What follows belongs to an exercise in optimizing a design on an open flow for small area, a short achievable clock period and few clock cycles per item; a production flow would make more cautious choices.
In this exercise RTL edits were held to simulation tests only and were not proved equivalent to the original.
Power and IR drop assume default switching activity.

run 1:
// action_config
module action_config
#(parameter
    C_S_AXI_ADDR_WIDTH = 16,
    C_S_AXI_DATA_WIDTH = 32
)(
    input                                   clk                   ,
    input                                   resetn                 ,
    input  wire [C_S_AXI_ADDR_WIDTH-1:0]   s_axi_AWADDR,
    input  wire                            s_axi_AWVALID,
    output wire                            s_axi_AWREADY,
    input  wire [C_S_AXI_DATA_WIDTH-1:0]   s_axi_WDATA,
    input  wire [C_S_AXI_DATA_WIDTH/8-1:0] s_axi_WSTRB,
    input  wire                            s_axi_WVALID,
    output wire                            s_axi_WREADY,
    output wire [1:0]                      s_axi_BRESP,
    output wire                            s_axi_BVALID,
    input  wire                            s_axi_BREADY,
    input  wire [C_S_AXI_ADDR_WIDTH-1:0]   s_axi_ARADDR,
    input  wire                            s_axi_ARVALID,
    output wire                            s_axi_ARREADY,
    output wire [C_S_AXI_DATA_WIDTH-1:0]   s_axi_RDATA,
    output wire [1:0]                      s_axi_RRESP,
    output wire                            s_axi_RVALID,
    input  wire                            s_axi_RREADY,
    output reg [31:0]                      data_collection_mode     ,
    output reg [47:0]                      fpga_mac_addr            ,
    output reg [31:0]                      fpga_ipv4_addr           ,
    output reg [31:0]                      one_over_energy          ,
    output reg [31:0]                      frames_per_trigger       ,
    output reg [7:0]                       nmodules                 ,
    output reg [3:0]                       nstorage_cells           ,
    output reg                             data_collection_start    ,
    output reg                             data_collection_cancel   ,
    input                                  data_collection_idle     ,
    input                                  qsfpdd_modprs            ,
    input [6:0]                            hbm_temperature          ,
    input                                  hbm_temp_trip            ,
    input                                  apb_complete_0           ,
    input                                  pede2gain_data_fifo_empty  ,
    input                                  pede2gain_data_fifo_full   ,
    input                                  pede2gain_addr_fifo_empty  ,
  ...
Settings: LEC_CHECK=0, CAP_MARGIN=20, CORE_MARGIN=2, CORE_UTILIZATION=50, GPL_ROUTABILITY_DRIVEN=0, PLACE_DENSITY=0.75, SETUP_SLACK_MARGIN=2.0, SLEW_MARGIN=60, TNS_END_PERCENT=0; clock period 4.0 ns.
standard.sh (not shown) runs the stock make flow with config.mk's settings and CLKGATE_MAP_FILE= SYNTH_SCRIPT=/design/flow/synth_recipe.tcl, a recipe that flattens the netlist after the stock synthesis.
==> flow/flow/run.sh <==
#!/bin/bash
# Standard ORFS flow, with small port buffers, large clock sink clusters and no CTS dummy loads.
set -e
export BUFFER_PORTS_ARGS="-buffer_cell sky130_fd_sc_hd__buf_1"
export CTS_ARGS="-sink_clustering_enable -repair_clock_nets -dont_use_dummy_load -sink_clustering_size 25 -sink_clustering_max_diameter 80"
bash standard.sh > standard.log 2>&1
Run 1 reached the final stage; the timing, DRC and antenna checks on its layout passed.
Testbench counts of run 1, summed over its fixed seeds: cycles 2,995, transactions 4,800.
The following lists how run 2 was set up differently from run 1:
- GPL_ROUTABILITY_DRIVEN no longer set, was 0
[summary]
Worst-path maximum fanout, run 2 and run 1: lower on run 1. Looking at run 2 and run 1, the portion of the layout cell area used by clock cells is a wash. Looking only at global routing usage on met3, and setting everything else aside, the lower value of run 2 and run 1 goes to run 2. Share of final-layout standard cells stronger than drive strength 1 (higher): run 1. Compared with run 1, run 2 shows a clock network fraction of total power that is 0.2 points lower. Taking run 1 as the reference, in run 2 clock buffer count decreased by 1 relative to the old numbers; worst hold slack went up 0.0069 ns; worst setup timing slack at the placement stage went up 0.22 ns; global-route usage rose by 0.29 points.
The inputs of run 3 differ from those of run 2 as listed below.
==> flow/flow/run.sh <==
#!/bin/bash
# Standard ORFS flow, with small port buffers, large clock sink clusters and no CTS dummy loads.
set -e
export BUFFER_PORTS_ARGS="-buffer_cell sky130_fd_sc_hd__buf_1"
export CTS_ARGS="-sink_clustering_enable -repair_clock_nets -dont_use_dummy_load -sink_clustering_size 16 -sink_clustering_max_diameter 60 -root_buf sky130_fd_sc_hd__clkbuf_16 -buf_list sky130_fd_sc_hd__clkbuf_8"
bash standard.sh > standard.log 2>&1
==> summary.txt <==
The clock power in run 2 is 1.11 times that in run 3. Delta (run 3 minus run 2): initial detailed-routing violation count lost 91; setup TNS after final layout now sits at about the same level; reported sequential group power has remained practically unchanged. From run 2 to run 3 the numbers moved as follows: combinational cell fraction of total power saw an increase, number of ordinary and repair buffers in the finished layout now sits higher, cell area now sits at about the same level, area growth from synthesis to layout roughly the same, reported leakage power ~0 delta.
Inputs modified between run 3 and run 4:
==> flow/flow/run.sh <==
#!/bin/bash
# Standard ORFS flow, with small port buffers, large clock sink clusters and no CTS dummy loads.
set -e
export BUFFER_PORTS_ARGS="-buffer_cell sky130_fd_sc_hd__buf_1"
export CTS_ARGS="-sink_clustering_enable -repair_clock_nets -dont_use_dummy_load -sink_clustering_size 20 -sink_clustering_max_diameter 60 -root_buf sky130_fd_sc_hd__clkbuf_16 -buf_list sky130_fd_sc_hd__clkbuf_8"
bash standard.sh > standard.log 2>&1
## What came out
- Status: wire length of the first global-routing pass parity (run 4, run 3)
- Max power after layout across run 3 and run 4: run 3
- Sequential share of layout area is lower on run 3
- Compared with run 3, run 4 shows a final-layout clock-cell area share that is 0.16 points lower.
- Run 4 did not stop at any stage, and its layout met the timing, DRC and antenna checks.
Relative to run 4, the following input files were edited for run 5:
- swapping 50 for 45 in CORE_UTILIZATION
==> flow/flow/run.sh <==
#!/bin/bash
# Standard ORFS flow, with small port buffers, large clock sink clusters and no CTS dummy loads.
set -e
export BUFFER_PORTS_ARGS="-buffer_cell sky130_fd_sc_hd__buf_1"
export CTS_ARGS="-sink_clustering_enable -repair_clock_nets -dont_use_dummy_load -sink_clustering_size 16 -sink_clustering_max_diameter 60 -root_buf sky130_fd_sc_hd__clkbuf_16 -buf_list sky130_fd_sc_hd__clkbuf_8"
bash standard.sh > standard.log 2>&1
Findings:
The flow did not stop early for run 5: all stages ran, and the layout cleared the timing, DRC and antenna checks.
Summary of run 5 over run 4: clock-pin slew on the worst setup and hold paths lower; count of clock-buffer cells in the layout higher.
Relative area of non-clock buffer cells in the final design, run 4 and run 5: higher on run 5
The die area in run 5 is 1.11 times that in run 4.
The lower part of the power in the clock network came out of run 4.
Run 5 vs run 4 — number of antenna violations at the first check in global routing dropped 11.

## afterwards: timing with drivers on the ports
The results above use ideal ports. As a check the final layouts listed here were re-extracted and re-timed, cells and wires unchanged.
Step 1: set_driving_cell puts a clkbuf_16 on clk and a buf_2 on each other input, an assumption about the parent block.
Step 2, shift: input delay + t, output delay - t, t = (earliest + latest rising clock arrival at the registers) / 2. This alone moves slack from input paths to output paths.
Slacks: no drivers / after step 1 / after step 2; pairs: no drivers / after step 1.
run | t (ns) | setup slack, ns | worst setup path at the end | worst data-port slew with drivers (ns)
run 1 | 0.621 | 1.867 / 1.815 / 1.194 | input to register | 0.18
run 2 | 0.622 | 1.858 / 1.756 / 1.134 | input to register | 0.18
run 3 | 0.623 | 1.908 / 1.788 / 1.165 | input to register | 0.19
run 4 | 0.620 | 1.914 / 1.782 / 1.162 | input to register | 0.20
run 5 | 0.618 | 1.862 / 1.762 / 1.144 | input to register | 0.20
After both steps setup and hold are still met in every run listed. For run 4, which loses most, drivers alone change the setup slack by -0.132 ns; drivers and shift together by -0.752 ns.
